From an optimization exercise on the open Yosys and OpenROAD flow, aimed at small area; shortcuts taken in it are not production practice. Function was checked by simulation only, so behaviour that the tests miss may differ from the original. Power figures rest on the tool's default switching activity, not on a simulated workload.

==> design/flow/design.v <==
module hex2seg (
   input [3:0] number,            
   output reg [6:0] pattern );    
   always @ (number)
      case(number)
         4'h0:  pattern = 7'b0000001;   
         4'h1:  pattern = 7'b1001111;   
         4'h2:  pattern = 7'b0010010;
         4'h3:  pattern = 7'b0000110;
         4'h4:  pattern = 7'b1001100;
         4'h5:  pattern = 7'b0100100;
         4'h6:  pattern = 7'b0100000;
         4'h7:  pattern = 7'b0001111;
         4'h8:  pattern = 7'b0000000;
         4'h9:  pattern = 7'b0000100;
         4'hA:  pattern = 7'b0001000;
         4'hB:  pattern = 7'b1100000;
         4'hC:  pattern = 7'b0110001;
         4'hD:  pattern = 7'b1000010;
         4'hE:  pattern = 7'b0110000;
         4'hF:  pattern = 7'b0111000;   
      endcase   
endmodule 
module DisplayInterface(
    input [15:0] value,
    input [9:0] count10,
    input [1:0] count2,
    output [9:0] next10,
    output at_zero,
    output [7:0] digit,
    output [7:0] segment
    );
    wire low_zero = ~|count10[8:0];
    assign at_zero = low_zero & ~count10[9];
    assign next10 = {count10[8:0], count10[9] ^ count10[6] ^ low_zero};
    reg [3:0] hex_value;
    always @*
        case (count2)
          2'b00: hex_value = value[3:0];
          2'b01: hex_value = value[7:4];
          2'b10: hex_value = value[11:8];
          2'b11: hex_value = value[15:12];
        endcase
    assign digit = {4'b1111, ~(count2 == 2'b11), ~(count2 == 2'b10),
                    ~(count2 == 2'b01), ~(count2 == 2'b00)};
    wire [6:0] hex_pattern;
    hex2seg part_seg(.number(hex_value), .pattern(hex_pattern));
    assign segment = {hex_pattern, 1'b1};
endmodule
module myCalc(
    input [16:0] X,
    input [16:0] Y,
    input [1:0] OP,
    input [4:0] keycode,
    input newkey,
    input rst,
    output reg [16:0] nextX,
    output [16:0] nextY,
    output [1:0] nextOP,
    output OVW
    );
    wire sub = ~(OP[1] & OP[0]);
    wire b1 = Y[0] | OP[1];
    wire b2 = Y[1] & ~Y[0] & ~OP[1];
    wire b3 = Y[1] | OP[1];
    wire l4 = X[0] & b1;
    wire l5 = b3 & ~l4;
    wire p6 = ((X[1] & b1) | (X[0] & b2)) ^ b3;
    wire p7 = ((X[2] & b1) | (X[1] & b2)) ^ b3;
    wire p8 = ((X[3] & b1) | (X[2] & b2)) ^ b3;
    wire p9 = ((X[4] & b1) | (X[3] & b2)) ^ b3;
    wire p10 = ((X[5] & b1) | (X[4] & b2)) ^ b3;
    wire p11 = ((X[6] & b1) | (X[5] & b2)) ^ b3;
    wire p12 = ((X[7] & b1) | (X[6] & b2)) ^ b3;
    wire p13 = ((X[8] & b1) | (X[7] & b2)) ^ b3;
    wire p14 = ((X[9] & b1) | (X[8] & b2)) ^ b3;
    wire p15 = ((X[10] & b1) | (X[9] & b2)) ^ b3;
    wire p16 = ((X[11] & b1) | (X[10] & b2)) ^ b3;
    wire p17 = ((X[12] & b1) | (X[11] & b2)) ^ b3;
    wire p18 = ((X[13] & b1) | (X[12] & b2)) ^ b3;
    wire p19 = ((X[14] & b1) | (X[13] & b2)) ^ b3;
    wire p20 = ((X[15] & b1) | (X[14] & b2)) ^ b3;
    wire p21 = ((X[16] & b1) | (X[15] & b2)) ^ b3;
    wire p22 = ((X[16] & b1) | (X[16] & b2)) ^ b3;
    wire b23 = (Y[2] ^ Y[1]) & ~OP[1];
    wire b24 = ((Y[3] & ~Y[2] & ~Y[1]) | (~Y[3] & Y[2] & Y[1])) & ~OP[1];
    wire l25 = X[0] & b23;
    wire l26 = Y[3] & ~l25;
    wire p27 = ((X[1] & b23) | (X[0] & b24)) ^ Y[3];
    wire p28 = ((X[2] & b23) | (X[1] & b24)) ^ Y[3];
    wire p29 = ((X[3] & b23) | (X[2] & b24)) ^ Y[3];
    wire p30 = ((X[4] & b23) | (X[3] & b24)) ^ Y[3];
    wire p31 = ((X[5] & b23) | (X[4] & b24)) ^ Y[3];
    wire p32 = ((X[6] & b23) | (X[5] & b24)) ^ Y[3];
    wire p33 = ((X[7] & b23) | (X[6] & b24)) ^ Y[3];
    wire p34 = ((X[8] & b23) | (X[7] & b24)) ^ Y[3];
    wire p35 = ((X[9] & b23) | (X[8] & b24)) ^ Y[3];
    wire p36 = ((X[10] & b23) | (X[9] & b24)) ^ Y[3];
    wire p37 = ((X[11] & b23) | (X[10] & b24)) ^ Y[3];
    wire p38 = ((X[12] & b23) | (X[11] & b24)) ^ Y[3];
    wire p39 = ((X[13] & b23) | (X[12] & b24)) ^ Y[3];
    wire p40 = ((X[14] & b23) | (X[13] & b24)) ^ Y[3];
    wire p41 = ((X[15] & b23) | (X[14] & b24)) ^ Y[3];
    wire b42 = (Y[4] ^ Y[3]) & ~OP[1];
    wire b43 = ((Y[5] & ~Y[4] & ~Y[3]) | (~Y[5] & Y[4] & Y[3])) & ~OP[1];
    wire l44 = X[0] & b42;
    wire l45 = Y[5] & ~l44;
    wire p46 = ((X[1] & b42) | (X[0] & b43)) ^ Y[5];
    wire p47 = ((X[2] & b42) | (X[1] & b43)) ^ Y[5];
    wire p48 = ((X[3] & b42) | (X[2] & b43)) ^ Y[5];
    wire p49 = ((X[4] & b42) | (X[3] & b43)) ^ Y[5];
    wire p50 = ((X[5] & b42) | (X[4] & b43)) ^ Y[5];
    wire p51 = ((X[6] & b42) | (X[5] & b43)) ^ Y[5];
    wire p52 = ((X[7] & b42) | (X[6] & b43)) ^ Y[5];
    wire p53 = ((X[8] & b42) | (X[7] & b43)) ^ Y[5];
    wire p54 = ((X[9] & b42) | (X[8] & b43)) ^ Y[5];
    wire p55 = ((X[10] & b42) | (X[9] & b43)) ^ Y[5];
    wire p56 = ((X[11] & b42) | (X[10] & b43)) ^ Y[5];
    wire p57 = ((X[12] & b42) | (X[11] & b43)) ^ Y[5];
    wire p58 = ((X[13] & b42) | (X[12] & b43)) ^ Y[5];
    wire b59 = (Y[6] ^ Y[5]) & ~OP[1];
    wire b60 = ((Y[7] & ~Y[6] & ~Y[5]) | (~Y[7] & Y[6] & Y[5])) & ~OP[1];
    wire l61 = X[0] & b59;
    wire l62 = Y[7] & ~l61;
    wire p63 = ((X[1] & b59) | (X[0] & b60)) ^ Y[7];
    wire p64 = ((X[2] & b59) | (X[1] & b60)) ^ Y[7];
    wire p65 = ((X[3] & b59) | (X[2] & b60)) ^ Y[7];
    wire p66 = ((X[4] & b59) | (X[3] & b60)) ^ Y[7];
    wire p67 = ((X[5] & b59) | (X[4] & b60)) ^ Y[7];
    wire p68 = ((X[6] & b59) | (X[5] & b60)) ^ Y[7];
    wire p69 = ((X[7] & b59) | (X[6] & b60)) ^ Y[7];
    wire p70 = ((X[8] & b59) | (X[7] & b60)) ^ Y[7];
    wire p71 = ((X[9] & b59) | (X[8] & b60)) ^ Y[7];
    wire p72 = ((X[10] & b59) | (X[9] & b60)) ^ Y[7];
    wire p73 = ((X[11] & b59) | (X[10] & b60)) ^ Y[7];
    wire b74 = (Y[8] ^ Y[7]) & ~OP[1];
    wire b75 = ((Y[9] & ~Y[8] & ~Y[7]) | (~Y[9] & Y[8] & Y[7])) & ~OP[1];
    wire l76 = X[0] & b74;
    wire l77 = Y[9] & ~l76;
    wire p78 = ((X[1] & b74) | (X[0] & b75)) ^ Y[9];
    wire p79 = ((X[2] & b74) | (X[1] & b75)) ^ Y[9];
    wire p80 = ((X[3] & b74) | (X[2] & b75)) ^ Y[9];
    wire p81 = ((X[4] & b74) | (X[3] & b75)) ^ Y[9];
    wire p82 = ((X[5] & b74) | (X[4] & b75)) ^ Y[9];
    wire p83 = ((X[6] & b74) | (X[5] & b75)) ^ Y[9];
    wire p84 = ((X[7] & b74) | (X[6] & b75)) ^ Y[9];
    wire p85 = ((X[8] & b74) | (X[7] & b75)) ^ Y[9];
    wire p86 = ((X[9] & b74) | (X[8] & b75)) ^ Y[9];
    wire b87 = (Y[10] ^ Y[9]) & ~OP[1];
    wire b88 = ((Y[11] & ~Y[10] & ~Y[9]) | (~Y[11] & Y[10] & Y[9])) & ~OP[1];
    wire l89 = X[0] & b87;
    wire l90 = Y[11] & ~l89;
    wire p91 = ((X[1] & b87) | (X[0] & b88)) ^ Y[11];
    wire p92 = ((X[2] & b87) | (X[1] & b88)) ^ Y[11];
    wire p93 = ((X[3] & b87) | (X[2] & b88)) ^ Y[11];
    wire p94 = ((X[4] & b87) | (X[3] & b88)) ^ Y[11];
    wire p95 = ((X[5] & b87) | (X[4] & b88)) ^ Y[11];
    wire p96 = ((X[6] & b87) | (X[5] & b88)) ^ Y[11];
    wire p97 = ((X[7] & b87) | (X[6] & b88)) ^ Y[11];
    wire b98 = (Y[12] ^ Y[11]) & ~OP[1];
    wire b99 = ((Y[13] & ~Y[12] & ~Y[11]) | (~Y[13] & Y[12] & Y[11])) & ~OP[1];
    wire l100 = X[0] & b98;
    wire l101 = Y[13] & ~l100;
    wire p102 = ((X[1] & b98) | (X[0] & b99)) ^ Y[13];
    wire p103 = ((X[2] & b98) | (X[1] & b99)) ^ Y[13];
    wire p104 = ((X[3] & b98) | (X[2] & b99)) ^ Y[13];
    wire p105 = ((X[4] & b98) | (X[3] & b99)) ^ Y[13];
    wire p106 = ((X[5] & b98) | (X[4] & b99)) ^ Y[13];
    wire b107 = (Y[14] ^ Y[13]) & ~OP[1];
    wire b108 = ((Y[15] & ~Y[14] & ~Y[13]) | (~Y[15] & Y[14] & Y[13])) & ~OP[1];
    wire l109 = X[0] & b107;
    wire l110 = Y[15] & ~l109;
    wire p111 = ((X[1] & b107) | (X[0] & b108)) ^ Y[15];
    wire p112 = ((X[2] & b107) | (X[1] & b108)) ^ Y[15];
    wire p113 = ((X[3] & b107) | (X[2] & b108)) ^ Y[15];
    wire b114 = (Y[16] ^ Y[15]) & ~OP[1];
    wire b115 = ((Y[16] & ~Y[16] & ~Y[15]) | (~Y[16] & Y[16] & Y[15])) & ~OP[1];
    wire l116 = X[0] & b114;
    wire l117 = Y[16] & ~l116;
    wire p118 = ((X[1] & b114) | (X[0] & b115)) ^ Y[16];
    wire ha119_0, ha119_1;
    ha u119 (l5, p6, ha119_0, ha119_1);
    wire fa120_0, fa120_1;
    fa u120 (l25, p7, ha119_1, fa120_0, fa120_1);
    wire fa121_0, fa121_1;
    fa u121 (l26, p8, p27, fa121_0, fa121_1);
    wire ha122_0, ha122_1;
    ha u122 (fa120_1, fa121_0, ha122_0, ha122_1);
    wire fa123_0, fa123_1;
    fa u123 (l44, p9, p28, fa123_0, fa123_1);
    wire fa124_0, fa124_1;
    fa u124 (fa121_1, fa123_0, ha122_1, fa124_0, fa124_1);
    wire fa125_0, fa125_1;
    fa u125 (l45, p10, p29, fa125_0, fa125_1);
    wire fa126_0, fa126_1;
    fa u126 (p46, fa123_1, fa125_0, fa126_0, fa126_1);
    wire ha127_0, ha127_1;
    ha u127 (fa124_1, fa126_0, ha127_0, ha127_1);
    wire fa128_0, fa128_1;
    fa u128 (l61, p11, p30, fa128_0, fa128_1);
    wire fa129_0, fa129_1;
    fa u129 (p47, fa125_1, fa128_0, fa129_0, fa129_1);
    wire fa130_0, fa130_1;
    fa u130 (fa126_1, fa129_0, ha127_1, fa130_0, fa130_1);
    wire fa131_0, fa131_1;
    fa u131 (l62, p12, p31, fa131_0, fa131_1);
    wire fa132_0, fa132_1;
    fa u132 (p48, p63, fa128_1, fa132_0, fa132_1);
    wire fa133_0, fa133_1;
    fa u133 (fa131_0, fa132_0, fa129_1, fa133_0, fa133_1);
    wire ha134_0, ha134_1;
    ha u134 (fa130_1, fa133_0, ha134_0, ha134_1);
    wire fa135_0, fa135_1;
    fa u135 (l76, p13, p32, fa135_0, fa135_1);
    wire fa136_0, fa136_1;
    fa u136 (p49, p64, fa131_1, fa136_0, fa136_1);
    wire fa137_0, fa137_1;
    fa u137 (fa135_0, fa132_1, fa136_0, fa137_0, fa137_1);
    wire fa138_0, fa138_1;
    fa u138 (fa133_1, fa137_0, ha134_1, fa138_0, fa138_1);
    wire fa139_0, fa139_1;
    fa u139 (l77, p14, p33, fa139_0, fa139_1);
    wire fa140_0, fa140_1;
    fa u140 (p50, p65, p78, fa140_0, fa140_1);
    wire fa141_0, fa141_1;
    fa u141 (fa135_1, fa139_0, fa140_0, fa141_0, fa141_1);
    wire fa142_0, fa142_1;
    fa u142 (fa136_1, fa141_0, fa137_1, fa142_0, fa142_1);
    wire ha143_0, ha143_1;
    ha u143 (fa138_1, fa142_0, ha143_0, ha143_1);
    wire fa144_0, fa144_1;
    fa u144 (l89, p15, p34, fa144_0, fa144_1);
    wire fa145_0, fa145_1;
    fa u145 (p51, p66, p79, fa145_0, fa145_1);
    wire fa146_0, fa146_1;
    fa u146 (fa139_1, fa140_1, fa144_0, fa146_0, fa146_1);
    wire fa147_0, fa147_1;
    fa u147 (fa145_0, fa141_1, fa146_0, fa147_0, fa147_1);
    wire fa148_0, fa148_1;
    fa u148 (fa147_0, fa142_1, ha143_1, fa148_0, fa148_1);
    wire fa149_0, fa149_1;
    fa u149 (l90, p16, p35, fa149_0, fa149_1);
    wire fa150_0, fa150_1;
    fa u150 (p52, p67, p80, fa150_0, fa150_1);
    wire fa151_0, fa151_1;
    fa u151 (p91, fa144_1, fa145_1, fa151_0, fa151_1);
    wire fa152_0, fa152_1;
    fa u152 (fa149_0, fa150_0, fa151_0, fa152_0, fa152_1);
    wire fa153_0, fa153_1;
    fa u153 (fa146_1, fa147_1, fa152_0, fa153_0, fa153_1);
    wire ha154_0, ha154_1;
    ha u154 (fa148_1, fa153_0, ha154_0, ha154_1);
    wire fa155_0, fa155_1;
    fa u155 (l100, p17, p36, fa155_0, fa155_1);
    wire fa156_0, fa156_1;
    fa u156 (p53, p68, p81, fa156_0, fa156_1);
    wire fa157_0, fa157_1;
    fa u157 (p92, fa149_1, fa150_1, fa157_0, fa157_1);
    wire fa158_0, fa158_1;
    fa u158 (fa155_0, fa156_0, fa151_1, fa158_0, fa158_1);
    wire fa159_0, fa159_1;
    fa u159 (fa157_0, fa152_1, fa158_0, fa159_0, fa159_1);
    wire fa160_0, fa160_1;
    fa u160 (fa153_1, fa159_0, ha154_1, fa160_0, fa160_1);
    wire fa161_0, fa161_1;
    fa u161 (l101, p18, p37, fa161_0, fa161_1);
    wire fa162_0, fa162_1;
    fa u162 (p54, p69, p82, fa162_0, fa162_1);
    wire fa163_0, fa163_1;
    fa u163 (p93, p102, fa155_1, fa163_0, fa163_1);
    wire fa164_0, fa164_1;
    fa u164 (fa156_1, fa161_0, fa162_0, fa164_0, fa164_1);
    wire fa165_0, fa165_1;
    fa u165 (fa157_1, fa163_0, fa164_0, fa165_0, fa165_1);
    wire fa166_0, fa166_1;
    fa u166 (fa158_1, fa165_0, fa159_1, fa166_0, fa166_1);
    wire ha167_0, ha167_1;
    ha u167 (fa160_1, fa166_0, ha167_0, ha167_1);
    wire fa168_0, fa168_1;
    fa u168 (l109, p19, p38, fa168_0, fa168_1);
    wire fa169_0, fa169_1;
    fa u169 (p55, p70, p83, fa169_0, fa169_1);
    wire fa170_0, fa170_1;
    fa u170 (p94, p103, fa161_1, fa170_0, fa170_1);
    wire fa171_0, fa171_1;
    fa u171 (fa162_1, fa168_0, fa169_0, fa171_0, fa171_1);
    wire fa172_0, fa172_1;
    fa u172 (fa163_1, fa170_0, fa164_1, fa172_0, fa172_1);
    wire fa173_0, fa173_1;
    fa u173 (fa171_0, fa165_1, fa172_0, fa173_0, fa173_1);
    wire fa174_0, fa174_1;
    fa u174 (fa173_0, fa166_1, ha167_1, fa174_0, fa174_1);
    wire fa175_0, fa175_1;
    fa u175 (l110, p20, p39, fa175_0, fa175_1);
    wire fa176_0, fa176_1;
    fa u176 (p56, p71, p84, fa176_0, fa176_1);
    wire fa177_0, fa177_1;
    fa u177 (p95, p104, p111, fa177_0, fa177_1);
    wire fa178_0, fa178_1;
    fa u178 (fa168_1, fa169_1, fa175_0, fa178_0, fa178_1);
    wire fa179_0, fa179_1;
    fa u179 (fa176_0, fa177_0, fa170_1, fa179_0, fa179_1);
    wire fa180_0, fa180_1;
    fa u180 (fa171_1, fa178_0, fa172_1, fa180_0, fa180_1);
    wire fa181_0, fa181_1;
    fa u181 (fa179_0, fa173_1, fa180_0, fa181_0, fa181_1);
    wire ha182_0, ha182_1;
    ha u182 (fa174_1, fa181_0, ha182_0, ha182_1);
    wire fa183_0, fa183_1;
    fa u183 (l116, p21, p40, fa183_0, fa183_1);
    wire fa184_0, fa184_1;
    fa u184 (p57, p72, p85, fa184_0, fa184_1);
    wire fa185_0, fa185_1;
    fa u185 (p96, p105, p112, fa185_0, fa185_1);
    wire fa186_0, fa186_1;
    fa u186 (fa175_1, fa176_1, fa177_1, fa186_0, fa186_1);
    wire fa187_0, fa187_1;
    fa u187 (fa183_0, fa184_0, fa185_0, fa187_0, fa187_1);
    wire fa188_0, fa188_1;
    fa u188 (fa186_0, fa178_1, fa187_0, fa188_0, fa188_1);
    wire fa189_0, fa189_1;
    fa u189 (fa179_1, fa188_0, fa180_1, fa189_0, fa189_1);
    wire fa190_0, fa190_1;
    fa u190 (fa181_1, fa189_0, ha182_1, fa190_0, fa190_1);
    wire x191 = l117 ^ p22;
    wire x192 = p41 ^ p58;
    wire x193 = p73 ^ p86;
    wire x194 = p97 ^ p106;
    wire x195 = p113 ^ p118;
    wire x196 = x191 ^ x192;
    wire x197 = x193 ^ x194;
    wire x198 = x195 ^ fa183_1;
    wire x199 = fa184_1 ^ fa185_1;
    wire x200 = x196 ^ x197;
    wire x201 = x198 ^ x199;
    wire x202 = x200 ^ fa186_1;
    wire x203 = fa187_1 ^ x201;
    wire x204 = x202 ^ x203;
    wire x205 = fa188_1 ^ x204;
    wire x206 = x205 ^ fa189_1;
    wire x207 = x206 ^ fa190_1;
    wire d208 = X[1] & ~X[0];
    wire q209 = X[0] & X[1];
    wire q210 = X[0] & X[2];
    wire d211 = X[2] & ~X[1];
    wire q212 = X[1] & X[2];
    wire q213 = X[0] & X[3];
    wire q214 = X[0] & X[4];
    wire q215 = X[1] & X[3];
    wire d216 = X[3] & ~X[2];
    wire q217 = X[2] & X[3];
    wire q218 = X[0] & X[5];
    wire q219 = X[1] & X[4];
    wire q220 = X[0] & X[6];
    wire q221 = X[1] & X[5];
    wire q222 = X[2] & X[4];
    wire d223 = X[4] & ~X[3];
    wire q224 = X[3] & X[4];
    wire q225 = X[0] & X[7];
    wire q226 = X[1] & X[6];
    wire q227 = X[2] & X[5];
    wire q228 = X[0] & X[8];
    wire q229 = X[1] & X[7];
    wire q230 = X[2] & X[6];
    wire q231 = X[3] & X[5];
    wire d232 = X[5] & ~X[4];
    wire q233 = X[4] & X[5];
    wire q234 = X[0] & X[9];
    wire q235 = X[1] & X[8];
    wire q236 = X[2] & X[7];
    wire q237 = X[3] & X[6];
    wire q238 = X[0] & X[10];
    wire q239 = X[1] & X[9];
    wire q240 = X[2] & X[8];
    wire q241 = X[3] & X[7];
    wire q242 = X[4] & X[6];
    wire d243 = X[6] & ~X[5];
    wire q244 = X[5] & X[6];
    wire q245 = X[0] & X[11];
    wire q246 = X[1] & X[10];
    wire q247 = X[2] & X[9];
    wire q248 = X[3] & X[8];
    wire q249 = X[4] & X[7];
    wire q250 = X[0] & X[12];
    wire q251 = X[1] & X[11];
    wire q252 = X[2] & X[10];
    wire q253 = X[3] & X[9];
    wire q254 = X[4] & X[8];
    wire q255 = X[5] & X[7];
    wire d256 = X[7] & ~X[6];
    wire q257 = X[6] & X[7];
    wire q258 = X[0] & X[13];
    wire q259 = X[1] & X[12];
    wire q260 = X[2] & X[11];
    wire q261 = X[3] & X[10];
    wire q262 = X[4] & X[9];
    wire q263 = X[5] & X[8];
    wire q264 = X[0] & X[14];
    wire q265 = X[1] & X[13];
    wire q266 = X[2] & X[12];
    wire q267 = X[3] & X[11];
    wire q268 = X[4] & X[10];
    wire q269 = X[5] & X[9];
    wire q270 = X[6] & X[8];
    wire d271 = X[8] & ~X[7];
    wire q272 = X[7] & X[8];
    wire q273 = X[0] & X[15];
    wire q274 = X[1] & X[14];
    wire q275 = X[2] & X[13];
    wire q276 = X[3] & X[12];
    wire q277 = X[4] & X[11];
    wire q278 = X[5] & X[10];
    wire q279 = X[6] & X[9];
    wire q280 = X[0] & X[16];
    wire q281 = X[1] & X[15];
    wire q282 = X[2] & X[14];
    wire q283 = X[3] & X[13];
    wire q284 = X[4] & X[12];
    wire q285 = X[5] & X[11];
    wire q286 = X[6] & X[10];
    wire q287 = X[7] & X[9];
    wire ha288_0, ha288_1;
    ha u288 (q209, q210, ha288_0, ha288_1);
    wire fa289_0, fa289_1;
    fa u289 (d211, q213, ha288_1, fa289_0, fa289_1);
    wire fa290_0, fa290_1;
    fa u290 (q212, q214, q215, fa290_0, fa290_1);
    wire ha291_0, ha291_1;
    ha u291 (fa289_1, fa290_0, ha291_0, ha291_1);
    wire fa292_0, fa292_1;
    fa u292 (d216, q218, q219, fa292_0, fa292_1);
    wire fa293_0, fa293_1;
    fa u293 (fa290_1, fa292_0, ha291_1, fa293_0, fa293_1);
    wire fa294_0, fa294_1;
    fa u294 (q217, q220, q221, fa294_0, fa294_1);
    wire fa295_0, fa295_1;
    fa u295 (q222, fa292_1, fa294_0, fa295_0, fa295_1);
    wire ha296_0, ha296_1;
    ha u296 (fa293_1, fa295_0, ha296_0, ha296_1);
    wire fa297_0, fa297_1;
    fa u297 (d223, q225, q226, fa297_0, fa297_1);
    wire fa298_0, fa298_1;
    fa u298 (q227, fa294_1, fa297_0, fa298_0, fa298_1);
    wire fa299_0, fa299_1;
    fa u299 (fa295_1, fa298_0, ha296_1, fa299_0, fa299_1);
    wire fa300_0, fa300_1;
    fa u300 (q224, q228, q229, fa300_0, fa300_1);
    wire fa301_0, fa301_1;
    fa u301 (q230, q231, fa297_1, fa301_0, fa301_1);
    wire fa302_0, fa302_1;
    fa u302 (fa300_0, fa298_1, fa301_0, fa302_0, fa302_1);
    wire ha303_0, ha303_1;
    ha u303 (fa299_1, fa302_0, ha303_0, ha303_1);
    wire fa304_0, fa304_1;
    fa u304 (d232, q234, q235, fa304_0, fa304_1);
    wire fa305_0, fa305_1;
    fa u305 (q236, q237, fa300_1, fa305_0, fa305_1);
    wire fa306_0, fa306_1;
    fa u306 (fa304_0, fa301_1, fa305_0, fa306_0, fa306_1);
    wire fa307_0, fa307_1;
    fa u307 (fa302_1, fa306_0, ha303_1, fa307_0, fa307_1);
    wire fa308_0, fa308_1;
    fa u308 (q233, q238, q239, fa308_0, fa308_1);
    wire fa309_0, fa309_1;
    fa u309 (q240, q241, q242, fa309_0, fa309_1);
    wire fa310_0, fa310_1;
    fa u310 (fa304_1, fa308_0, fa309_0, fa310_0, fa310_1);
    wire fa311_0, fa311_1;
    fa u311 (fa305_1, fa310_0, fa306_1, fa311_0, fa311_1);
    wire ha312_0, ha312_1;
    ha u312 (fa307_1, fa311_0, ha312_0, ha312_1);
    wire fa313_0, fa313_1;
    fa u313 (d243, q245, q246, fa313_0, fa313_1);
    wire fa314_0, fa314_1;
    fa u314 (q247, q248, q249, fa314_0, fa314_1);
    wire fa315_0, fa315_1;
    fa u315 (fa308_1, fa309_1, fa313_0, fa315_0, fa315_1);
    wire fa316_0, fa316_1;
    fa u316 (fa314_0, fa310_1, fa315_0, fa316_0, fa316_1);
    wire fa317_0, fa317_1;
    fa u317 (fa316_0, fa311_1, ha312_1, fa317_0, fa317_1);
    wire fa318_0, fa318_1;
    fa u318 (q244, q250, q251, fa318_0, fa318_1);
    wire fa319_0, fa319_1;
    fa u319 (q252, q253, q254, fa319_0, fa319_1);
    wire fa320_0, fa320_1;
    fa u320 (q255, fa313_1, fa314_1, fa320_0, fa320_1);
    wire fa321_0, fa321_1;
    fa u321 (fa318_0, fa319_0, fa315_1, fa321_0, fa321_1);
    wire fa322_0, fa322_1;
    fa u322 (fa320_0, fa316_1, fa321_0, fa322_0, fa322_1);
    wire ha323_0, ha323_1;
    ha u323 (fa317_1, fa322_0, ha323_0, ha323_1);
    wire fa324_0, fa324_1;
    fa u324 (d256, q258, q259, fa324_0, fa324_1);
    wire fa325_0, fa325_1;
    fa u325 (q260, q261, q262, fa325_0, fa325_1);
    wire fa326_0, fa326_1;
    fa u326 (q263, fa318_1, fa319_1, fa326_0, fa326_1);
    wire fa327_0, fa327_1;
    fa u327 (fa324_0, fa325_0, fa320_1, fa327_0, fa327_1);
    wire fa328_0, fa328_1;
    fa u328 (fa326_0, fa321_1, fa327_0, fa328_0, fa328_1);
    wire fa329_0, fa329_1;
    fa u329 (fa322_1, fa328_0, ha323_1, fa329_0, fa329_1);
    wire fa330_0, fa330_1;
    fa u330 (q257, q264, q265, fa330_0, fa330_1);
    wire fa331_0, fa331_1;
    fa u331 (q266, q267, q268, fa331_0, fa331_1);
    wire fa332_0, fa332_1;
    fa u332 (q269, q270, fa324_1, fa332_0, fa332_1);
    wire fa333_0, fa333_1;
    fa u333 (fa325_1, fa330_0, fa331_0, fa333_0, fa333_1);
    wire fa334_0, fa334_1;
    fa u334 (fa326_1, fa332_0, fa333_0, fa334_0, fa334_1);
    wire fa335_0, fa335_1;
    fa u335 (fa327_1, fa334_0, fa328_1, fa335_0, fa335_1);
    wire ha336_0, ha336_1;
    ha u336 (fa329_1, fa335_0, ha336_0, ha336_1);
    wire fa337_0, fa337_1;
    fa u337 (d271, q273, q274, fa337_0, fa337_1);
    wire fa338_0, fa338_1;
    fa u338 (q275, q276, q277, fa338_0, fa338_1);
    wire fa339_0, fa339_1;
    fa u339 (q278, q279, fa330_1, fa339_0, fa339_1);
    wire fa340_0, fa340_1;
    fa u340 (fa331_1, fa337_0, fa338_0, fa340_0, fa340_1);
    wire fa341_0, fa341_1;
    fa u341 (fa332_1, fa333_1, fa339_0, fa341_0, fa341_1);
    wire fa342_0, fa342_1;
    fa u342 (fa340_0, fa334_1, fa341_0, fa342_0, fa342_1);
    wire fa343_0, fa343_1;
    fa u343 (fa342_0, fa335_1, ha336_1, fa343_0, fa343_1);
    wire x344 = q272 ^ q280;
    wire x345 = q281 ^ q282;
    wire x346 = q283 ^ q284;
    wire x347 = q285 ^ q286;
    wire x348 = q287 ^ x344;
    wire x349 = x345 ^ x346;
    wire x350 = x347 ^ fa337_1;
    wire x351 = fa338_1 ^ x348;
    wire x352 = x349 ^ x350;
    wire x353 = x351 ^ fa339_1;
    wire x354 = fa340_1 ^ x352;
    wire x355 = x353 ^ x354;
    wire x356 = fa341_1 ^ x355;
    wire x357 = x356 ^ fa342_1;
    wire x358 = x357 ^ fa343_1;
    wire a359 = Y[0] & OP[1];
    wire a360 = X[0] ^ sub;
    wire a361 = Y[1] & OP[1];
    wire a362 = X[1] ^ sub;
    wire a363 = Y[2] & OP[1];
    wire a364 = X[2] ^ sub;
    wire a365 = Y[3] & OP[1];
    wire a366 = X[3] ^ sub;
    wire a367 = Y[4] & OP[1];
    wire a368 = X[4] ^ sub;
    wire a369 = Y[5] & OP[1];
    wire a370 = X[5] ^ sub;
    wire a371 = Y[6] & OP[1];
    wire a372 = X[6] ^ sub;
    wire a373 = Y[7] & OP[1];
    wire a374 = X[7] ^ sub;
    wire a375 = Y[8] & OP[1];
    wire a376 = X[8] ^ sub;
    wire a377 = Y[9] & OP[1];
    wire a378 = X[9] ^ sub;
    wire a379 = Y[10] & OP[1];
    wire a380 = X[10] ^ sub;
    wire a381 = Y[11] & OP[1];
    wire a382 = X[11] ^ sub;
    wire a383 = Y[12] & OP[1];
    wire a384 = X[12] ^ sub;
    wire a385 = Y[13] & OP[1];
    wire a386 = X[13] ^ sub;
    wire a387 = Y[14] & OP[1];
    wire a388 = X[14] ^ sub;
    wire a389 = Y[15] & OP[1];
    wire a390 = X[15] ^ sub;
    wire a391 = Y[16] & OP[1];
    wire a392 = X[16] ^ sub;
    wire a393 = Y[16] & OP[1];
    wire a394 = X[16] ^ sub;
    wire fa395_0, fa395_1;
    fa u395 (sub, a359, a360, fa395_0, fa395_1);
    wire fa396_0, fa396_1;
    fa u396 (a361, a362, fa395_1, fa396_0, fa396_1);
    wire fa397_0, fa397_1;
    fa u397 (a363, a364, fa396_1, fa397_0, fa397_1);
    wire fa398_0, fa398_1;
    fa u398 (a365, a366, fa397_1, fa398_0, fa398_1);
    wire fa399_0, fa399_1;
    fa u399 (a367, a368, fa398_1, fa399_0, fa399_1);
    wire fa400_0, fa400_1;
    fa u400 (a369, a370, fa399_1, fa400_0, fa400_1);
    wire fa401_0, fa401_1;
    fa u401 (a371, a372, fa400_1, fa401_0, fa401_1);
    wire fa402_0, fa402_1;
    fa u402 (a373, a374, fa401_1, fa402_0, fa402_1);
    wire fa403_0, fa403_1;
    fa u403 (a375, a376, fa402_1, fa403_0, fa403_1);
    wire fa404_0, fa404_1;
    fa u404 (a377, a378, fa403_1, fa404_0, fa404_1);
    wire fa405_0, fa405_1;
    fa u405 (a379, a380, fa404_1, fa405_0, fa405_1);
    wire fa406_0, fa406_1;
    fa u406 (a381, a382, fa405_1, fa406_0, fa406_1);
    wire fa407_0, fa407_1;
    fa u407 (a383, a384, fa406_1, fa407_0, fa407_1);
    wire fa408_0, fa408_1;
    fa u408 (a385, a386, fa407_1, fa408_0, fa408_1);
    wire fa409_0, fa409_1;
    fa u409 (a387, a388, fa408_1, fa409_0, fa409_1);
    wire fa410_0, fa410_1;
    fa u410 (a389, a390, fa409_1, fa410_0, fa410_1);
    wire fa411_0, fa411_1;
    fa u411 (a391, a392, fa410_1, fa411_0, fa411_1);
    wire x412 = a393 ^ a394;
    wire x413 = x412 ^ fa411_1;
    wire [17:0] P = {x207, fa190_0, ha182_0, fa174_0, ha167_0, fa160_0, ha154_0, fa148_0, ha143_0, fa138_0, ha134_0, fa130_0, ha127_0, fa124_0, ha122_0, fa120_0, ha119_0, l4};    
    wire [17:0] S = {x358, fa343_0, ha336_0, fa329_0, ha323_0, fa317_0, ha312_0, fa307_0, ha303_0, fa299_0, ha296_0, fa293_0, ha291_0, fa289_0, ha288_0, d208, 1'b0, X[0]};    
    wire [17:0] A = {x413, fa411_0, fa410_0, fa409_0, fa408_0, fa407_0, fa406_0, fa405_0, fa404_0, fa403_0, fa402_0, fa401_0, fa400_0, fa399_0, fa398_0, fa397_0, fa396_0, fa395_0};    
    wire key     = newkey & ~rst;
    wire k_digit = key & keycode[4];
    wire k_op    = key & (keycode[4:2] == 3'b010);
    wire k_ce    = key & (keycode == 5'b01100);
    wire k_ca    = key & (keycode == 5'b00100);
    wire k_eq    = key & (keycode == 5'b00011);
    wire k_sqr   = key & (keycode == 5'b00001);
    wire k_neg   = key & (keycode == 5'b00010);
    wire op_mul = (OP == 2'b01);
    wire sel_shift = k_digit;
    wire sel_a = (k_eq & OP[1]) | (k_neg & ~OP[1]);
    wire sel_p = (k_eq & op_mul) | (k_neg & OP[1]);
    wire sel_s = k_sqr;
    wire sel_x = ~(rst | k_digit | k_op | k_ce | k_ca | k_sqr | k_neg | (k_eq & (OP != 2'b00)));
    wire [16:0] shifted = {X[12:0], keycode[3:0]};
    wire [16:0] pick3_n, pick2_n;
    genvar b;
    generate for (b = 0; b < 17; b = b + 1) begin : pick
        ao222_n p3 (sel_shift, shifted[b], sel_a, A[b], sel_p, P[b], pick3_n[b]);
        ao22_n p2 (sel_s, S[b], sel_x, X[b], pick2_n[b]);
    end endgenerate
    always @* nextX = ~(pick3_n & pick2_n);
    wire hold_y = ~(rst | k_op | k_ca);
    assign nextY = ({17{k_op}} & X) | ({17{hold_y}} & Y);
    assign nextOP = ({2{k_op}} & keycode[1:0]) | ({2{hold_y}} & OP);
    assign OVW = (OP[1] & A[17]) | (op_mul & P[17]) | (k_sqr & S[17]);
endmodule
module fa(input a, input b, input c, output s, output co);
    assign s = a ^ b ^ c;
    assign co = (a & b) | (a & c) | (b & c);
endmodule
module ha(input a, input b, output s, output co);
    assign s = a ^ b;
    assign co = a & b;
endmodule
module xor2m(input a, input b, output y);
    assign y = a ^ b;
endmodule
module nor2m(input a, input b, output y);
    assign y = ~(a | b);
endmodule
module xnor2m(input a, input b, output y);
    assign y = ~(a ^ b);
endmodule
module or2m(input a, input b, output y);
    assign y = a | b;
endmodule
module ornm(input a, input b, output y);
    assign y = a | ~b;
endmodule
module andnm(input a, input b, output y);
    assign y = a & ~b;
endmodule
module ao222_n(input a1, input b1, input a2, input b2, input a3, input b3, output y);
    assign y = ~((a1 & b1) | (a2 & b2) | (a3 & b3));
endmodule
module ao22_n(input a1, input b1, input a2, input b2, output y);
    assign y = ~((a1 & b1) | (a2 & b2));
endmodule
module calc_top(
        input clk,               
        input rst,               
        input [4:0] keycode,     
        input newkey,            
        output [15:0] calcOut,   
        output [7:0] digit,      
        output [7:0] segment,    
        output NEG_LED,
        output OVW_LED
        );
    reg [16:0] X, Y;         
    reg [1:0] OP;            
    reg [9:0] count10;       
    reg [1:0] count2;        
    wire [16:0] nextX, nextY;
    wire [1:0] nextOP;
    myCalc calculator (
        .X(X), .Y(Y), .OP(OP),
        .keycode(keycode), .newkey(newkey), .rst(rst),
        .nextX(nextX), .nextY(nextY), .nextOP(nextOP),
        .OVW(OVW_LED)
        );
    always @(posedge clk) begin
        X <= nextX;
        Y <= nextY;
        OP <= nextOP;
    end
    assign calcOut = X[15:0];
    assign NEG_LED = X[16];
    wire [9:0] next10;
    wire at_zero;
    DisplayInterface display (
        .value(X[15:0]), .count10(count10), .count2(count2),
        .next10(next10), .at_zero(at_zero),
        .digit(digit), .segment(segment)
        );
    always @(posedge clk or posedge rst)
        if (rst) count10 <= 10'b0;
        else count10 <= next10;
    always @(posedge clk or posedge rst)
        if (rst) count2 <= 2'b0;
        else if (at_zero) count2 <= count2 + 2'b1;
endmodule
==> design/flow/flow/run.sh <==
#!/bin/bash
# The standard synthesis (kept as std_synth.v for reference), the same
# synthesis without its final flatten (hier/), the combinational logic mapped
# again for area by flow/post.ys, a check that the registers are the standard
# synthesis's, then the standard layout from floorplan to finish.
set -euo pipefail
W=$(pwd)
P=$FLOW_PLATFORM
R=$W/orfs/results/$P/calc_top/base
H=$W/hier/results/$P/calc_top/base
LIB=$FLOW_HOME/platforms/$P/lib/sky130_fd_sc_hd__tt_025C_1v80.lib
bash standard.sh synth > $W/synth.log 2>&1
cp $R/1_2_yosys.v $W/std_synth.v
sed -e "s#WORK_HOME=[^ ]*#WORK_HOME=$W/hier#" -e "s#SYNTH_SCRIPT=[^ ]*#SYNTH_SCRIPT=$W/flow/hier_synth.tcl#" \
    -e '/^if \[\[/,$d' standard.sh > $W/hier.sh
bash $W/hier.sh $H/1_2_yosys.v > $W/hier_synth.log 2>&1
sed -e "s#@LIB@#$LIB#g" -e "s#@IN@#$H/1_2_yosys.v#" -e "s#@OUT@#$R/1_2_yosys.v#" -e "s#@W@#$W#" \
    -e "s#@CELLS@#$W/flow/cells.v#" flow/post.ys > $W/post_run.ys
yosys -s $W/post_run.ys > $W/post_yosys.log 2>&1
python3 flow/check_regs.py $W/std_synth.v $R/1_2_yosys.v > $W/check_regs.log 2>&1
bash standard.sh BUFFER_PORTS_ARGS="-buffer_cell sky130_fd_sc_hd__buf_1" finish > $W/layout.log 2>&1
==> design/flow/flow/cells.v <==
// The design's ao222_n and ao22_n modules, each as the one library cell
// with that function.
module ao222_n(input a1, input b1, input a2, input b2, input a3, input b3, output y);
    (* keep_hierarchy *) sky130_fd_sc_hd__a222oi_1 cell (.A1(a1), .A2(b1), .B1(a2), .B2(b2), .C1(a3), .C2(b3), .Y(y));
endmodule

module ao22_n(input a1, input b1, input a2, input b2, output y);
    (* keep_hierarchy *) sky130_fd_sc_hd__a22oi_1 cell (.A1(a1), .A2(b1), .B1(a2), .B2(b2), .Y(y));
endmodule
==> design/flow/flow/check_regs.py <==
#!/usr/bin/env python3
"""Checks that two netlists have the same registers: the same instance names,
each in the same cell type (drive strength aside)."""
import re, sys

def regs(path):
    t = open(path).read()
    out = {}
    for typ, name in re.findall(r'\b(sky130_fd_sc_hd__(?:df|edf|sdf|dl)\w*?)_\d+\s+(\S+)\s*\(', t):
        out[name.lstrip('\\')] = typ
    return out

a, b = regs(sys.argv[1]), regs(sys.argv[2])
print(f'{len(a)} registers in {sys.argv[1]}, {len(b)} in {sys.argv[2]}')
bad = sorted(set(a) ^ set(b)) + sorted(n for n in set(a) & set(b) if a[n] != b[n])
for n in bad:
    print('mismatch:', n, a.get(n), b.get(n))
sys.exit(1 if bad else 0)
==> design/flow/flow/hier_synth.tcl <==
# synth_recipe.tcl (the standard synthesis) without its final flatten: the
# netlist keeps the design's modules, so post.ys can map some of them itself.
proc synth {args} { yosys synth -nofsm -noshare {*}$args }
source $::env(SCRIPTS_DIR)/synth.tcl
# left out here: clear keep_hierarchy, clean up, hide names made inside functions, write 1_2_yosys.v
==> design/flow/flow/post.ys <==
# Re-map the synthesis netlist (the standard synthesis without its final
# flatten). The modules ao222_n and ao22_n become their library cells
# (flow/cells.v); registers, full adders and tie cells are kept as they are;
# every other cell is turned back into logic and mapped again by ABC for
# area, as one flat netlist.
read_liberty -ignore_miss_func -ignore_miss_dir @LIB@
read_verilog @IN@
delete ao222_n ao22_n
read_verilog @CELLS@
hierarchy -top calc_top
setattr -mod -set keep_hierarchy 1 sky130_fd_sc_hd__fa_* sky130_fd_sc_hd__df* sky130_fd_sc_hd__edf* sky130_fd_sc_hd__sdf* sky130_fd_sc_hd__dl* sky130_fd_sc_hd__conb_1
flatten
select -module calc_top
techmap
opt -fast
abc -liberty @LIB@ -dont_use sky130_fd_sc_hd__lpflow_bleeder_1 -dont_use sky130_fd_sc_hd__lpflow_clkbufkapwr_1 -dont_use sky130_fd_sc_hd__lpflow_clkbufkapwr_16 -dont_use sky130_fd_sc_hd__lpflow_clkbufkapwr_2 -dont_use sky130_fd_sc_hd__lpflow_clkbufkapwr_4 -dont_use sky130_fd_sc_hd__lpflow_clkbufkapwr_8 -dont_use sky130_fd_sc_hd__lpflow_clkinvkapwr_1 -dont_use sky130_fd_sc_hd__lpflow_clkinvkapwr_16 -dont_use sky130_fd_sc_hd__lpflow_clkinvkapwr_2 -dont_use sky130_fd_sc_hd__lpflow_clkinvkapwr_4 -dont_use sky130_fd_sc_hd__lpflow_clkinvkapwr_8 -dont_use sky130_fd_sc_hd__lpflow_decapkapwr_12 -dont_use sky130_fd_sc_hd__lpflow_decapkapwr_3 -dont_use sky130_fd_sc_hd__lpflow_decapkapwr_4 -dont_use sky130_fd_sc_hd__lpflow_decapkapwr_6 -dont_use sky130_fd_sc_hd__lpflow_decapkapwr_8 -dont_use sky130_fd_sc_hd__lpflow_inputiso0n_1 -dont_use sky130_fd_sc_hd__lpflow_inputiso0p_1 -dont_use sky130_fd_sc_hd__lpflow_inputiso1n_1 -dont_use sky130_fd_sc_hd__lpflow_inputiso1p_1 -dont_use sky130_fd_sc_hd__lpflow_inputisolatch_1 -dont_use sky130_fd_sc_hd__lpflow_isobufsrc_1 -dont_use sky130_fd_sc_hd__lpflow_isobufsrc_16 -dont_use sky130_fd_sc_hd__lpflow_isobufsrc_2 -dont_use sky130_fd_sc_hd__lpflow_isobufsrc_4 -dont_use sky130_fd_sc_hd__lpflow_isobufsrc_8 -dont_use sky130_fd_sc_hd__lpflow_isobufsrckapwr_16 -dont_use sky130_fd_sc_hd__lpflow_lsbuf_lh_hl_isowell_tap_1 -dont_use sky130_fd_sc_hd__lpflow_lsbuf_lh_hl_isowell_tap_2 -dont_use sky130_fd_sc_hd__lpflow_lsbuf_lh_hl_isowell_tap_4 -dont_use sky130_fd_sc_hd__lpflow_lsbuf_lh_isowell_4 -dont_use sky130_fd_sc_hd__lpflow_lsbuf_lh_isowell_tap_1 -dont_use sky130_fd_sc_hd__lpflow_lsbuf_lh_isowell_tap_2 -dont_use sky130_fd_sc_hd__lpflow_lsbuf_lh_isowell_tap_4 -dont_use sky130_fd_sc_hd__probe_p_8 -dont_use sky130_fd_sc_hd__probec_p_8  -script "+strash; dch -f; amap; topo"
opt_clean -purge
hilomap -singleton -hicell sky130_fd_sc_hd__conb_1 HI -locell sky130_fd_sc_hd__conb_1 LO
splitnets
opt_clean -purge
select -clear
tee -o @W@/post_stat.txt stat -liberty @LIB@
select calc_top
write_verilog -noattr -noexpr -nohex -nodec -selected @OUT@
==> design/flow/standard.sh <==
#!/bin/bash
# synth_recipe.tcl (not shown) runs the flow's synth.tcl, then flattens the netlist and writes it again
# the make line also repeats each setting of config.mk as NAME=value (left out here)
make -C /OpenROAD-flow-scripts/flow DESIGN_CONFIG=/design/flow/config.mk WORK_HOME=/design/flow/orfs CLKGATE_MAP_FILE= SYNTH_SCRIPT=/design/flow/synth_recipe.tcl "${@:-finish}"
==> design/flow/config.mk <==
export PLATFORM = sky130hd
export DESIGN_NAME = calc_top
export DESIGN_NICKNAME = calc_top
export VERILOG_FILES = /design/flow/design.v
export SDC_FILE = /design/flow/constraint.sdc
export NUM_CORES = 4
export LEC_CHECK = 0
export ABC_AREA = 1
export CAP_MARGIN = 5
export CORE_MARGIN = 2
export CORE_UTILIZATION = 55
export CTS_BUF_LIST = sky130_fd_sc_hd__clkbuf_8
export GPL_TIMING_DRIVEN = 0
export SLEW_MARGIN = 5
export SYNTH_HIERARCHICAL = 1
==> design/flow/constraint.sdc <==
create_clock -name core_clock -period 12.0 [get_ports {clk}]
set_input_delay 2.4000 -clock core_clock [delete_from_list [all_inputs] [get_ports {clk}]]
set_output_delay 2.4000 -clock core_clock [all_outputs]
set_load 0.01 [all_outputs]
==> summary.txt, run 1 <==
Status
  • Outcome: finished clean

Floorplanning
  • Core area: 12600 um2
  • DIE WIDTH: 118 um
  • Num rows: 41
  • Initial core utilization: 0.563
  • Ports: 42
  • Die Y: 118 um
  • Die area: 13800 um2

Synth
  • Post-Syn Instances: 885
  • Warnings, synthesis: 10
  • Average size of a mapped cell: 8.02 um2
  • Netlist Area Pre-Place: 7100 um2

Placed design
  • Cells after DPL: 1102
  • PortBufs: 36
  • Pre-CTS WS: -1.60 ns
  • Placer Congestion: 0.872
  • Dpl hpwl: 15.9 mm

Detailed routing
  • WL/cell: 20.3 um
  • DR vias: 7269
  • Iter 0 DRT Violations: 910
  • # DRC: 0
  • Drt pass-1 iters: 9
  • Drt via density: 6.50
  • Routed Antenna Nets: 0
  • Routed WL: 22.8 mm

Worst setup path
  • CP endpoint kind: output port
  • Worst reg2reg path depth: 22
  • Worst Setup Start Kind: flop
  • WP data arrival: 9.31 ns
  • Critical path peak fanout: 33
  • Crit Path Category: reg -> out
  • CP required: 9.60 ns

Clock network
  • CTS Buf Count: 5
  • Clk pin slew, worst setup/hold paths: 0.10 ns
  • TritonCTS clock tree: built
  • Worst-case clock buffer depth: 2
  • H-tree Lvls: 2
  • Root Driver: clkbuf_8
  • Clock sink total: 48
  • Worst skew pair latency: 0.32 ns

Finish
  • Fillcell total: 1188
  • Share of cells above drive strength 1: 0.0338
  • Cell Count, Final, Fillers Out: 1119
  • Area grow syn2layout: 9.59%
  • Final net count: 1084
  • Ant diodes: 0

Timing
  • Final period util: 0.976
  • Hold Vio Cnt, Final: 0
  • RSZ-0062 raised after global routing: no
  • Fmax: 0.0854 GHz
  • Final min period: 11.71 ns
  • Layout Skew: 0.00523 ns
  • Worst Max-Slew Pin Slew: 1.30 ns
  • # setup viols final: 0
  • Final setup margin: 0.292 ns
  • Max-slew headroom at the worst pin: 0.125
  • Final Max Tran Viols: 0

Power and ir drop
  • Peak VDD IR: 46.7 uV
  • Leak: 3.03 nW
  • Cell Pwr Density: 60.1 nW/um2

Global routing
  • Initial antenna violation count: 0
  • Largest net degree at the start of global routing: 38
  • Total gr overflow: 0
  • First-pass GRT wire length: 36.8 mm
  • Total GRT Usage: 0.336
  • Vias in the first global route: 7056

Hold path
  • Hold path cells: 0
  • Worst min path class: reg -> reg

Flow run
  • Max Cap Violations: 0
-- registers in the layout (all words and copies together), names as in the netlist --
register and count:
X 17, Y 17, count10 10, OP 2, count2 2
-- critical path, cell delays in order, from the launching register on --
cell and delay, ns:
dfxtp_2 0.60, inv_8 0.16, nor2_4 0.29, clkinv_2 0.31, fa_1 0.52, fa_1 0.40, fa_1 0.39, fa_1 0.39
fa_1 0.40, fa_1 0.40, fa_1 0.41, fa_1 0.43, fa_1 0.42, fa_1 0.39, fa_1 0.40, fa_1 0.41
fa_1 0.39, fa_1 0.38, fa_1 0.38, fa_1 0.39, fa_1 0.39, nor2_1 0.11, a21oi_1 0.06, a21oi_1 0.14
o21ai_0 0.09, o211ai_1 0.14, buf_1 0.18
-- stage by stage --
step | area, um2 | util | hold WS, ns | TNS [ns] | total power [mW]
2_1_floorplan | 7120 | - | 0.354 | 0 | 0.283
3_3_place_gp | 7470 | 0.592 | 0.359 | -1.33 | 0.332
3_5_place_dp | 7540 | 0.598 | 0.363 | -1.60 | 0.340
4_1_cts | 7670 | 0.608 | 0.384 | 0 | 0.460
5_1_grt | 7780 | 0.617 | 0.394 | 0 | 0.492
6_report | 7780 | 0.617 | 0.382 | 0 | 0.467
-- worst paths after layout --
kind	to	slack, ns	from
min in group asynchronous	count10[2]	2.06	rst
max reg2reg	X[16]	3.16	OP[1]
min	count10[1]	0.38	count10[0]
max	OVW_LED	0.29	OP[1]
min reg2reg	count10[1]	0.38	count10[0]
max in group asynchronous	count10[6]	9.62	rst
-- cell usage in the layout, fill, tap and decap left out, types with 4 or more instances in the layout --
| cell | count |
|---|---|
| clkbuf_8 | 5 |
| o21ai_0 | 89 |
| or3_1 | 11 |
| dfrtp_1 | 12 |
| a222oi_1 | 17 |
| buf_1 | 36 |
| clkinv_1 | 75 |
| o22ai_1 | 126 |
| a22oi_1 | 18 |
| nor2_1 | 176 |
| fa_1 | 130 |
| dfxtp_1 | 35 |
| o221ai_1 | 8 |
| xor2_1 | 4 |
| nand2_1 | 110 |
| buf_4 | 10 |
| a21oi_1 | 38 |
| conb_1 | 6 |
| nor3_1 | 6 |
-- metal layers --
layer	global-route usage	vias to the layer above	routed length (um)
met5	0	-	0
met4	0.114	0	795
met3	0.0606	72	2010
met2	0.554	405	10800
met1	0.450	3493	9210
li1	-	3299	-
-- area by class of cell --
class | count | area [um2] | area share
Timing Repair Buffer | 50 | 292 | 0.0375
Multi-Input combinational cell | 764 | 5840 | 0.751
Clock buffer | 5 | 68.8 | 0.00884
Sequential cell | 48 | 1020 | 0.131
Clock inverter | 3 | 42.5 | 0.00547
Tap cell | 172 | 215 | 0.0277
Inverter | 77 | 298 | 0.0383
-- report_power, final --
part / internal [mW] / switching (mW)
Clock: 0.0617 / 0.0602
Combinational: 0.0572 / 0.112
Sequential: 0.165 / 0.0109
-- timing repair --
action                                  CTS  global route
endpoints found under the setup margin    1             1
buffers inserted                          0             6
hold buffers                              0             0
gates resized for setup                   6             1
pin swaps                                 0             1
gates cloned                              0             0
==> run 2, diff against run 1 <==
--- a/design/flow/design.v
+++ b/design/flow/design.v
@@ -610,17 +610,23 @@
     fa u407 (a383, a384, fa406_1, fa407_0, fa407_1);
     wire fa408_0, fa408_1;
     fa u408 (a385, a386, fa407_1, fa408_0, fa408_1);
-    wire fa409_0, fa409_1;
-    fa u409 (a387, a388, fa408_1, fa409_0, fa409_1);
-    wire fa410_0, fa410_1;
-    fa u410 (a389, a390, fa409_1, fa410_0, fa410_1);
-    wire fa411_0, fa411_1;
-    fa u411 (a391, a392, fa410_1, fa411_0, fa411_1);
-    wire x412 = a393 ^ a394;
-    wire x413 = x412 ^ fa411_1;
+    wire ha409_0, ha409_1;
+    ha u409 (a387, a388, ha409_0, ha409_1);
+    wire f410 = ha409_0 ^ fa408_1;
+    wire f411 = ha409_1 | (ha409_0 & fa408_1);
+    wire ha412_0, ha412_1;
+    ha u412 (a389, a390, ha412_0, ha412_1);
+    wire f413 = ha412_0 ^ f411;
+    wire f414 = ha412_1 | (ha412_0 & f411);
+    wire ha415_0, ha415_1;
+    ha u415 (a391, a392, ha415_0, ha415_1);
+    wire f416 = ha415_0 ^ f414;
+    wire f417 = ha415_1 | (ha415_0 & f414);
+    wire x418 = a393 ^ a394;
+    wire x419 = x418 ^ f417;
     wire [17:0] P = {x207, fa190_0, ha182_0, fa174_0, ha167_0, fa160_0, ha154_0, fa148_0, ha143_0, fa138_0, ha134_0, fa130_0, ha127_0, fa124_0, ha122_0, fa120_0, ha119_0, l4};    
     wire [17:0] S = {x358, fa343_0, ha336_0, fa329_0, ha323_0, fa317_0, ha312_0, fa307_0, ha303_0, fa299_0, ha296_0, fa293_0, ha291_0, fa289_0, ha288_0, d208, 1'b0, X[0]};    
-    wire [17:0] A = {x413, fa411_0, fa410_0, fa409_0, fa408_0, fa407_0, fa406_0, fa405_0, fa404_0, fa403_0, fa402_0, fa401_0, fa400_0, fa399_0, fa398_0, fa397_0, fa396_0, fa395_0};    
+    wire [17:0] A = {x419, f416, f413, f410, fa408_0, fa407_0, fa406_0, fa405_0, fa404_0, fa403_0, fa402_0, fa401_0, fa400_0, fa399_0, fa398_0, fa397_0, fa396_0, fa395_0};    
     wire key     = newkey & ~rst;
     wire k_digit = key & keycode[4];
     wire k_op    = key & (keycode[4:2] == 3'b010);
==> run 2 against run 1 <==
  * Still clean on timing, DRC and antenna
  * Utilization fell by 0.65 points
  * Sequential power is 5% lower
  * Wire length rose by 2.2%
  * Synthesized area is 0.14% higher
  * Critical endpoint unchanged
==> summary.txt, run 2 <==
Status
  • Outcome: finished clean

Power and ir drop
  • Internal power contribution: 0.260 mW (-8.3%)
  • Clock share of power: 0.331 (+0.070)
  • Gate power share: 0.240 (-0.123)
  • Cell Pwr Density: 50.5 nW/um2 (-16%)
  • Switching pwr: 0.128 mW (-30%)
  • Final Power: 0.389 mW (-17%)
  • Peak VDD IR: 55.4 uV (+19%)
  • Switching share of power: 0.330 (-0.0622)
  • Leak: 2.99 nW (-1.3%)
  • Seq pwr share: 0.429 (+0.053)

Detailed routing
  • Iter 0 DRT Violations: 930 (+2.2%)
  • WL/cell: 20.8 um (+2.3%)
  • Drt pass-1 iters: 6 (-3)
  • Drt via density: 6.59 (+1.5%)
  • Routed Antenna Nets: 0 (unchanged)
  • # DRC: 0 (unchanged)
  • DR vias: 7373 (+1.4%)
  • Routed WL: 23.3 mm (+2.2%)

Floorplanning
  • Ports: 42 (unchanged)
  • Num rows: 41 (unchanged)
  • Core area: 12600 um2 (unchanged)
  • Initial core utilization: 0.563 (+0.000793)
  • DIE WIDTH: 118 um (about the same)
  • Die area: 13900 um2 (+0.14%)
  • Die Y: 118 um (about the same)

Flow run
  • Max Cap Violations: 0 (unchanged)

Global routing
  • Largest net degree at the start of global routing: 38 (unchanged)
  • Vias in the first global route: 7156 (+1.4%)
  • Total GRT Usage: 0.335 (-0.00136)
  • Initial antenna violation count: 0 (unchanged)
  • Total gr overflow: 0 (unchanged)
  • First-pass GRT wire length: 37.1 mm (+0.81%)

Finish
  • Most common cell after layout, fill and taps aside: nor2_1
  • Ant diodes: 0 (unchanged)
  • Share of cells above drive strength 1: 0.0243 (-0.00948)
  • Commonest cells after routing, fill and taps aside: 176 x nor2_1, 128 x o22ai_1, 127 x fa_1
  • Final core utilization: 0.610 (-0.00654)
  • Finished Cell Area: 7700 um2 (-1.1%)
  • Fillcell total: 1179 (-0.76%)
  • Final net count: 1080 (-0.37%)
  • Largest regs: X: 17 flops, Y: 17 flops, count10: 10 flops
  • Area grow syn2layout: 8.27%

Hold path
  • Hold path cells: 0 (unchanged)
  • WHS Endpoint: count10[3]
  • Hold_sp: count10[2]
  • Worst min path class: reg -> reg

Synth
  • Average size of a mapped cell: 7.96 um2 (-0.76%)
  • Warnings, synthesis: 10 (unchanged)
  • Post-Syn Instances: 893 (+0.90%)
  • Netlist Area Pre-Place: 7110 um2 (+0.14%)

Timing
  • RSZ-0062 raised after global routing: no
  • Fmax: 0.0860 GHz (+0.64%)
  • Hold Vio Cnt, Final: 0 (unchanged)
  • Worst Max-Slew Pin Slew: 1.39 ns (+0.0889 ns)
  • Max-slew headroom at the worst pin: 0.0709 (-0.0539)
  • Final Max Tran Viols: 0 (unchanged)
  • Final setup margin: 0.366 ns (+0.0743 ns)
  • Setup TNS: 0 ns (unchanged)
  • Layout Skew: 0.0108 ns (+0.00552 ns)
  • Final period util: 0.970 (-0.00619)
  • # setup viols final: 0 (unchanged)
  • Final min period: 11.63 ns (-0.0743 ns)

Worst setup path
  • Worst reg2reg path depth: 24 (+9.1%)
  • Worst r2r src: OP[1]
  • CP endpoint kind: output port
  • Critical path peak fanout: 30 (-9.1%)
  • CP required: 9.60 ns (about the same)
  • Crit Path Category: reg -> out
  • R2r endpoint: X[16]
  • WP data arrival: 9.23 ns (-0.08 ns)
  • Worst Setup Start Kind: flop
  • Worst R2R Setup Slack: 3.13 ns (-0.03 ns)

Clock network
  • Worst-case clock buffer depth: 2 (unchanged)
  • Root Driver: clkbuf_8
  • CTS Hold Buffers Added: 0 (unchanged)
  • CTS Buf Count: 5 (unchanged)
  • Worst skew pair latency: 0.31 ns (about the same)
  • H-tree Lvls: 2 (unchanged)
  • Clock sink total: 48 (unchanged)
  • TritonCTS clock tree: built
  • Clk pin slew, worst setup/hold paths: 0.10 ns (about the same)

Placed design
  • Dpl hpwl: 16.1 mm (+1.7%)
  • Placer Congestion: 0.881 (+1.0%)
  • Placement Cell Area: 7560 um2 (+0.25%)
  • PortBufs: 36 (unchanged)
  • Pre-CTS WS: -0.771 ns (+0.825 ns)
run 2: how the worst max path moves through the flow:
stage	start	end	depth (start not counted)
after CTS	OP[1]	OVW_LED	24
final	OP[1]	OVW_LED	24
after global routing	OP[1]	OVW_LED	24
after detailed placement	OP[1]	OVW_LED	24
after global placement	OP[1]	OVW_LED	24
after floorplan	OP[1]	OVW_LED	23
run 2: per-layer routing:
layer	GRT usage	part of all wire	vias up
met1	0.448	0.40	3556
met3	0.0654	0.097	56
li1	-	-	3327
met4	0.112	0.032	0
met5	0	0	-
met2	0.548	0.47	434
run 2: power groups by stage:
stage / clock network, mW / registers (mW) / logic [mW]
final: 0.129 / 0.167 / 0.0932
after global routing: 0.137 / 0.167 / 0.101
after CTS: 0.129 / 0.166 / 0.0906
after detailed placement: 0 / 0.170 / 0.0900
after global placement: 0 / 0.170 / 0.0852
after floorplan: 0 / 0.169 / 0.0592
run 2: worst max-delay path: stages (launching register included):
cell and delay, ns:
dfxtp_1 0.82, inv_4 0.30, nor2_4 0.46, clkinvlp_4 0.45, fa_1 0.54, fa_1 0.42, fa_1 0.41, fa_1 0.40
fa_1 0.39, fa_1 0.42, fa_1 0.40, fa_1 0.39, fa_1 0.39, fa_1 0.40, fa_1 0.39, fa_1 0.39
fa_1 0.38, fa_1 0.42, a21o_1 0.19, nand2_1 0.08, o21ai_0 0.13, nor2b_1 0.16, o32ai_1 0.26, a41o_1 0.17
buf_1 0.16
run 2: metrics by stage:
stage / hold WS, ns / std cells
after global routing: 0.399 / 1118
after floorplan: 0.354 / 897
final: 0.387 / 1118
after detailed placement: 0.367 / 1110
after global placement: 0.361 / 1105
after CTS: 0.389 / 1118
run 2: repair_timing:
action / CTS / global route
resized for setup: 3 / 2
hold endpoints to repair: 0 / 0
pin swaps: 0 / 0
setup buffers: 0 / 0
endpoints found under the setup margin: 1 / 1
run 2: area by class of cell:
class | instances | area, um2 | share of cell area
inverter | 81 | 310 | 0.0403
timing repair buffer | 41 | 193 | 0.0250
multi-input combinational | 768 | 5840 | 0.758
clock buffer | 6 | 82.6 | 0.0107
sequential | 48 | 1020 | 0.133
tap | 172 | 215 | 0.0280
clock inverter | 2 | 38.8 | 0.00504
==> run 3, diff against run 2 <==
--- a/design/flow/config.mk
+++ b/design/flow/config.mk
@@ -8,7 +8,7 @@
 export ABC_AREA = 1
 export CAP_MARGIN = 5
 export CORE_MARGIN = 2
-export CORE_UTILIZATION = 55
+export CORE_UTILIZATION = 65
 export CTS_BUF_LIST = sky130_fd_sc_hd__clkbuf_8
 export GPL_TIMING_DRIVEN = 0
 export SLEW_MARGIN = 5
==> run 3 against run 2 <==
  * Flip-flop and latch count unchanged
  * Synthesized area unchanged
  * Non-clock buffer count increased by 6
  * Critical path depth unchanged
  * Combinational power increased by 2.5%
  * Via count increased by 4.2%
  * Wire length increased by 0.62%
  * Cell count decreased by 2.3%
==> summary.txt, run 3 <==
Status
  • Outcome: finished clean

Global routing
  • M3 GR Usage: 0.0880 (+0.0226)
  • Total GRT Usage: 0.418 (+0.0831)
  • Vias in the first global route: 7557 (+5.6%)
  • Largest net degree at the start of global routing: 38 (unchanged)
  • Top Usage Layer GRT: met2
  • Met2 Resource Use GR: 0.655 (+0.107)
  • Met1 usage in global routing: 0.546 (+0.0980)
  • First-pass GRT wire length: 37.9 mm (+2.2%)
  • Total gr overflow: 0 (unchanged)
  • Initial antenna violation count: 0 (unchanged)

Synth
  • Average size of a mapped cell: 7.96 um2 (unchanged)
  • Post-Syn Instances: 893 (unchanged)
  • Warnings, synthesis: 10 (unchanged)
  • Netlist Area Pre-Place: 7110 um2 (unchanged)

Timing
  • Hold Vio Cnt, Final: 0 (unchanged)
  • RSZ-0062 raised after global routing: no
  • Final Max Tran Viols: 0 (unchanged)
  • Fmax: 0.0855 GHz (-0.47%)
  • Final min period: 11.69 ns (+0.0554 ns)
  • # setup viols final: 0 (unchanged)
  • Worst Max-Slew Pin Slew: 1.36 ns (-0.0319 ns)
  • Final setup margin: 0.310 ns (-0.0554 ns)
  • Layout Skew: 0.0195 ns (+0.00875 ns)
  • Max-slew headroom at the worst pin: 0.0922 (+0.0213)
  • Final period util: 0.974 (+0.00462)

Placed design
  • PortBufs: 36 (unchanged)
  • Pre-CTS WS: -0.774 ns (-0.00256 ns)
  • Placement Cell Area: 7530 um2 (-0.38%)
  • Cells after DPL: 1081 (-2.6%)
  • Placer Congestion: 0.974 (+11%)
  • Dpl hpwl: 15.9 mm (-1.7%)

Finish
  • Commonest cells after routing, fill and taps aside: 177 x nor2_1, 128 x o22ai_1, 127 x fa_1
  • Largest regs: X: 17 flops, Y: 17 flops, count10: 10 flops
  • Finished Cell Area: 7720 um2 (+0.33%)
  • Fillcell total: 881 (-25%)
  • Area grow syn2layout: 8.62%
  • Most common cell after layout, fill and taps aside: nor2_1
  • Share of cells above drive strength 1: 0.0273 (+0.00300)
  • Ant diodes: 0 (unchanged)
  • Final net count: 1086 (+0.56%)
  • Cell Count, Final, Fillers Out: 1092 (-2.3%)

Floorplanning
  • Ports: 42 (unchanged)
  • Core area: 10700 um2 (-15%)
  • Die Y: 109 um (-7.7%)
  • DIE WIDTH: 109 um (-7.7%)
  • Initial core utilization: 0.662 (+0.0983)
  • Num rows: 38 (-7.3%)
  • Die area: 11800 um2 (-15%)

Power and ir drop
  • Peak VDD IR: 61.1 uV (+10%)
  • Cell Pwr Density: 50.7 nW/um2 (+0.35%)
  • Leak: 3.02 nW (+1.1%)
  • Final Power: 0.391 mW (+0.68%)

Detailed routing
  • Routed WL: 23.4 mm (+0.62%)
  • DR vias: 7681 (+4.2%)
  • WL/cell: 21.4 um (+3.0%)
  • # DRC: 0 (unchanged)
  • Iter 0 DRT Violations: 1235 (+33%)
  • Drt pass-1 iters: 11 (+5)
  • Drt via density: 7.03 (+6.7%)
  • Routed Antenna Nets: 0 (unchanged)

Worst setup path
  • CP endpoint kind: output port
  • Worst R2R Setup Slack: 3.13 ns (about the same)
  • Critical path peak fanout: 30 (unchanged)
  • Crit Path Category: reg -> out
  • Worst Setup Start Kind: flop
  • CP required: 9.60 ns (about the same)
  • WP data arrival: 9.29 ns (+0.06 ns)

Clock network
  • Clock sink total: 48 (unchanged)
  • Clk pin slew, worst setup/hold paths: 0.12 ns (+0.02 ns)
  • H-tree Lvls: 2 (unchanged)
  • TritonCTS clock tree: built
  • Worst skew pair latency: 0.34 ns (+0.03 ns)
  • CTS Buf Count: 5 (unchanged)
  • Root Driver: clkbuf_8
  • Worst-case clock buffer depth: 2 (unchanged)

Flow run
  • Max Cap Violations: 0 (unchanged)

Hold path
  • Worst min path class: reg -> reg
==> run 3: layer usage <==
metal | part of all wire | vias up
li1 | - | 3337
met1 | 0.36 | 3605
met2 | 0.46 | 624
met3 | 0.12 | 115
met4 | 0.052 | 0
met5 | 0 | -
==> run 3: final timing paths <==
path                                  from    endpoint  cells past startpoint
worst max register to register       OP[1]       X[16]                     24
min in group asynchronous              rst  count10[4]                      2
worst max-delay path                 OP[1]     OVW_LED                     24
max in group asynchronous              rst  count10[3]                      2
worst min register to register  count10[1]  count10[2]                      0
worst min-delay path            count10[1]  count10[2]                      0
==> run 3: power by group <==
group / total, mW / switching (mW) / internal [mW]
combinational: 0.0955 / 0.0635 / 0.0319
clock: 0.129 / 0.0663 / 0.0630
sequential: 0.167 / 0.00469 / 0.162
total: 0.391 / 0.134 / 0.257
==> run 3: through the flow <==
step	hold slack, ns	utilization	TNS (ns)
after global routing	0.397	0.719	0
after global placement	0.361	0.692	-0.622
after CTS	0.386	0.713	0
after floorplan	0.354	-	0
after detailed placement	0.364	0.701	-0.774
final	0.386	0.719	0
==> run 3: timing repair <==
item | CTS | global route
hold buffers | 0 | 0
resized for setup | 3 | 2
setup buffers | 0 | 0
hold endpoints to repair | 0 | 0
setup endpoints to repair | 1 | 1
==> run 3: final cells by class <==
class	count	area, um2	share of cell area
Multi-Input combinational cell	768	5830	0.755
Inverter	81	310	0.0402
Clock buffer	5	68.8	0.00891
Tap cell	140	175	0.0227
Clock inverter	3	46.3	0.00599
Sequential cell	48	1020	0.132
Timing Repair Buffer	47	273	0.0353
==> run 3: critical path, stage by stage, from the launching register on <==
cell        delay [ns]
dfxtp_1           0.83
inv_4             0.29
nor2_4            0.46
clkinvlp_4        0.47
fa_1              0.56
fa_1              0.41
fa_1              0.40
fa_1              0.39
fa_1              0.39
fa_1              0.39
fa_1              0.39
fa_1              0.39
fa_1              0.38
fa_1              0.39
fa_1              0.39
fa_1              0.39
fa_1              0.39
fa_1              0.42
a21o_1            0.19
nand2_1           0.07
o21ai_0           0.14
nor2b_1           0.17
o32ai_1           0.28
a41o_1            0.18
buf_1             0.16

afterwards: timing with drivers on the ports:
How much do the figures lean on ideal ports? The routed layouts below were timed once more, with nothing changed but the port constraints. Step 1, drivers: a clkbuf_16 drives clk and a buf_2 each remaining input, both assumed. Step 2 also shifts input and output timing later by t, the mid clock arrival at the registers, as if the neighbouring blocks saw the same clock. Three values: no drivers, after step 1, after step 2; two values: the first two.
run	t, ns	slack for setup (ns)	latest minus earliest clock arrival (ns)	pins driven straight from the clock port
run 1	0.351	0.292 / 0.254 / 0.606	0.010 / 0.011	1
run 2	0.345	0.366 / 0.331 / 0.675	0.011 / 0.011	1
run 3	0.363	0.310 / 0.276 / 0.639	0.019 / 0.019	1
After both steps setup and hold are still met in every run listed.
